This is an optimization exercise on Yosys and OpenROAD, whose aim is small area, a short achievable clock period and few clock cycles, not a production implementation. Only simulation tests tie the RTL to the original design; equivalence was not proved. No activity file was given, so power comes from the tool's default toggle rates.

== main ==
==> module mips, before the edit <==
module mips #(parameter N = 64)(
    input   logic       in_clk, reset,
    output  logic[N-1:0]dataadr, writedata,
    output  logic [1:0] memwriteM,
    output  logic [31:0]instradr,
    input   logic [31:0]instr,
    input   logic[N-1:0]readdata,
    input   logic [4:0] checka,
    output  logic [N-1:0]check
);
    logic clk;
    assign clk = in_clk;
    logic [5:0]  op, funct;
    logic [4:0]  rs, rt, rd;
    logic [15:0] imm;
    assign op    = instr[31:26];
    assign rs    = instr[25:21];
    assign rt    = instr[20:16];
    assign rd    = instr[15:11];
    assign imm   = instr[15:0];
    assign funct = instr[5:0];
    logic rtype, i_addi, i_andi, i_ori, i_slti, i_daddi;
    logic i_ld, i_lwu, i_lw, i_lbu, i_lb, i_sd, i_sw, i_sb, i_beq, i_bne, i_j;
    assign rtype  = op == 6'h00;
    assign i_addi = op == 6'h08;
    assign i_andi = op == 6'h0c;
    assign i_ori  = op == 6'h0d;
    assign i_slti = op == 6'h0a;
    assign i_daddi= op == 6'h18;
    assign i_ld   = op == 6'h37;
    assign i_lwu  = op == 6'h27;
    assign i_lw   = op == 6'h23;
    assign i_lbu  = op == 6'h24;
    assign i_lb   = op == 6'h20;
    assign i_sd   = op == 6'h3f;
    assign i_sw   = op == 6'h2b;
    assign i_sb   = op == 6'h28;
    assign i_beq  = op == 6'h04;
    assign i_bne  = op == 6'h05;
    assign i_j    = op == 6'h02;
    logic f_add, f_sub, f_and, f_or, f_slt, f_dadd, f_dsub;
    assign f_add  = rtype & (funct == 6'h20);
    assign f_sub  = rtype & (funct == 6'h22);
    assign f_and  = rtype & (funct == 6'h24);
    assign f_or   = rtype & (funct == 6'h25);
    assign f_slt  = rtype & (funct == 6'h2a);
    assign f_dadd = rtype & (funct == 6'h2c);
    assign f_dsub = rtype & (funct == 6'h2e);
    logic       load, store, immop, writes_rt, sub, zext;
    assign load      = i_ld | i_lwu | i_lw | i_lbu | i_lb;
    assign store     = i_sd | i_sw | i_sb;
    assign immop     = i_addi | i_andi | i_ori | i_slti | i_daddi;
    assign writes_rt = immop | load;
    assign sub       = f_sub | f_dsub | f_slt | i_slti;
    assign zext      = i_andi | i_ori;
    logic [4:0] wreg;
    logic       regwrite;
    assign wreg     = rtype ? rd : rt;
    assign regwrite = (rtype | writes_rt) & (wreg != 5'd0);
    logic [N-1:0] rfa, rfb, srca, srcb, result2;
    logic [4:0]   wreg2;
    logic         regwrite2;
    regfile #(N) regfile(clk, regwrite2, wreg2, result2,
                         rs, rt, checka, rfa, rfb, check);
    logic         byp_a, byp_b;
    assign byp_a = regwrite2 && wreg2 == rs;
    assign byp_b = regwrite2 && wreg2 == rt;
    assign srca = byp_a ? result2 : rfa;
    assign srcb = byp_b ? result2 : rfb;
    logic [N-1:0] opb;
    assign opb = store ? srcb :
                 ((immop ? {{(N-16){imm[15] & ~zext}}, imm} : srcb) ^ {N{sub}});
    adder #(32) addradd(srca[31:0], {{16{imm[15]}}, imm}, addr1);
    logic [N-1:0] a2, b2;
    logic [31:0]  addr, addr1;
    logic         sub2, s_add2, s_add64, s_and2, s_or2, s_slt2, s_load2;
    logic [2:0]   ltype2;
    logic [1:0]   memwrite;
    assign memwrite = i_sd ? 2'b11 : i_sw ? 2'b01 : i_sb ? 2'b10 : 2'b00;
    always_ff @(posedge clk, posedge reset)
        if (reset) begin
            regwrite2 <= 1'b0;
            memwriteM <= 2'b00;
        end else begin
            regwrite2 <= regwrite;
            memwriteM <= memwrite;
        end
    always_ff @(posedge clk) begin
        a2      <= srca;
        b2      <= opb;
        addr    <= addr1;
        wreg2   <= wreg;
        sub2    <= sub;
        s_add2  <= f_add | f_sub | f_dadd | f_dsub | i_addi | i_daddi;
        s_add64 <= f_dadd | f_dsub | i_daddi;
        s_and2  <= f_and | i_andi;
        s_or2   <= f_or | i_ori;
        s_slt2  <= f_slt | i_slti;
        s_load2 <= load;
        ltype2  <= i_ld ? 3'd0 : i_lwu ? 3'd1 : i_lw ? 3'd2 : i_lbu ? 3'd3 : 3'd4;
    end
    logic [N-1:0] aluy, ldv;
    alu #(N) alu(a2, b2, sub2, s_add2, s_add64, s_and2, s_or2, s_slt2, aluy);
    assign dataadr   = {32'b0, addr};
    assign writedata = b2;
    logic [7:0] by;
    always_comb begin
        case (addr[1:0])
            2'd0: by = readdata[31:24];
            2'd1: by = readdata[23:16];
            2'd2: by = readdata[15:8];
            default: by = readdata[7:0];
        endcase
        case (ltype2)
            3'd0: ldv = readdata;
            3'd1: ldv = {32'b0, readdata[31:0]};
            3'd2: ldv = {{32{readdata[31]}}, readdata[31:0]};
            3'd3: ldv = {56'b0, by};
            default: ldv = {{56{by[7]}}, by};
        endcase
    end
    assign result2 = s_load2 ? ldv : aluy;
    logic [N-1:0] mm;
    assign mm = srca ^ srcb;
    logic [7:0] mmg, mmg2;
    always_comb
        for (int j = 0; j < 8; j++) mmg[j] = |mm[8*j +: 8];
    logic beq2, bne2, j2;
    always_ff @(posedge clk, posedge reset)
        if (reset) begin
            beq2 <= 1'b0;
            bne2 <= 1'b0;
            j2   <= 1'b0;
        end else begin
            beq2 <= i_beq;
            bne2 <= i_bne;
            j2   <= i_j;
        end
    always_ff @(posedge clk)
        mmg2 <= mmg;
    logic eq2, redirect;
    assign eq2      = ~|mmg2;
    assign redirect = j2 | (beq2 & eq2) | (bne2 & ~eq2);
    logic [31:2] seq, tgt, pc, pc4;
    assign pc  = redirect ? tgt : seq;
    assign pc4 = pc + 30'd1;
    assign instradr = {pc, 2'b00};
    always_ff @(posedge clk, posedge reset)
        if (reset) seq <= 30'd0;
        else       seq <= pc4;
    always_ff @(posedge clk)
        tgt <= i_j ? {pc4[31:28], instr[25:0]}
                   : pc4 + {{14{imm[15]}}, imm};
endmodule
make LEC_CHECK=0 CAP_MARGIN=20 CELL_PAD_IN_SITES_DETAIL_PLACEMENT=1 CELL_PAD_IN_SITES_GLOBAL_PLACEMENT=1 CORE_MARGIN=2 CORE_UTILIZATION=30 CTS_BUF_LIST=sky130_fd_sc_hd__clkbuf_8 CTS_CLUSTER_SIZE=30 PLACE_DENSITY=0.5 SETUP_SLACK_MARGIN=3.7 SLEW_MARGIN=20 finish   # period 10.0 ns
run.sh (not shown) runs the stock make flow with config.mk's settings and CLKGATE_MAP_FILE= SYNTH_SCRIPT=/design/flow/synth_recipe.tcl, a recipe that flattens the netlist after the stock synthesis.
Testbench counts of main, summed over its fixed seeds: cycles 29,664.
## Diff of input files: the feature branch against main
--- a/flow/design.v
+++ b/flow/design.v
@@ -194,7 +194,7 @@
     logic [N-1:0] mm;
     assign mm = srca ^ srcb;
-    logic [7:0] mmg, mmg2;
+    logic [15:0] mmg, mmg2;
     always_comb
-        for (int j = 0; j < 8; j++) mmg[j] = |mm[8*j +: 8];
+        for (int j = 0; j < 16; j++) mmg[j] = |mm[4*j +: 4];
     logic beq2, bne2, j2;
     always_ff @(posedge clk, posedge reset)
Against main, final net count in the feature branch rose by a few percent. Per the comparison of the feature branch with main, final core utilization fell by 0.18 points; logic gate share of total power shows no meaningful change; sequential share of layout area flat; placed cell count went up about 2.5%. Compared with main, in the feature branch total design power rose by about 2.4%, number of tap instances rose by 0.44%, count of fill cells added during filler insertion rose by about 0.66%, post-route clock period utilization fell by 1.5 points, synthesized cell count rose by about 3.2%.
Testbench counts of the feature branch, summed over its fixed seeds: cycles 29,664.

-- afterwards: timing with drivers on the ports --
How much do the figures lean on ideal ports? The routed layouts below were timed once more, with nothing changed but the port constraints.
Step 1 sets driving cells, clkbuf_16 on the clock port and buf_2 on the other inputs (assumed; they add their load-dependent delay and slew).
Step 2 also shifts input and output timing later by t, the mid clock arrival at the registers, as if the neighbouring blocks saw the same clock.
Three values: no drivers, after step 1, after step 2; two values: the first two.
run | t, ns | setup slack, ns | clock arrival spread, ns | slew at the worst register clock pin (ns) | worst slew at a driven data input, ns
main | 1.319 | 3.384 / 3.370 / 2.051 | 0.105 / 0.104 | 0.09 / 0.09 | 0.36
the feature branch | 1.315 | 3.535 / 3.474 / 2.257 | 0.124 / 0.124 | 0.08 / 0.08 | 0.23
After both steps setup and hold are still met in every run listed. The setup slack of main, which loses most, moves by -0.014 ns with the drivers and by -1.333 ns with both steps.
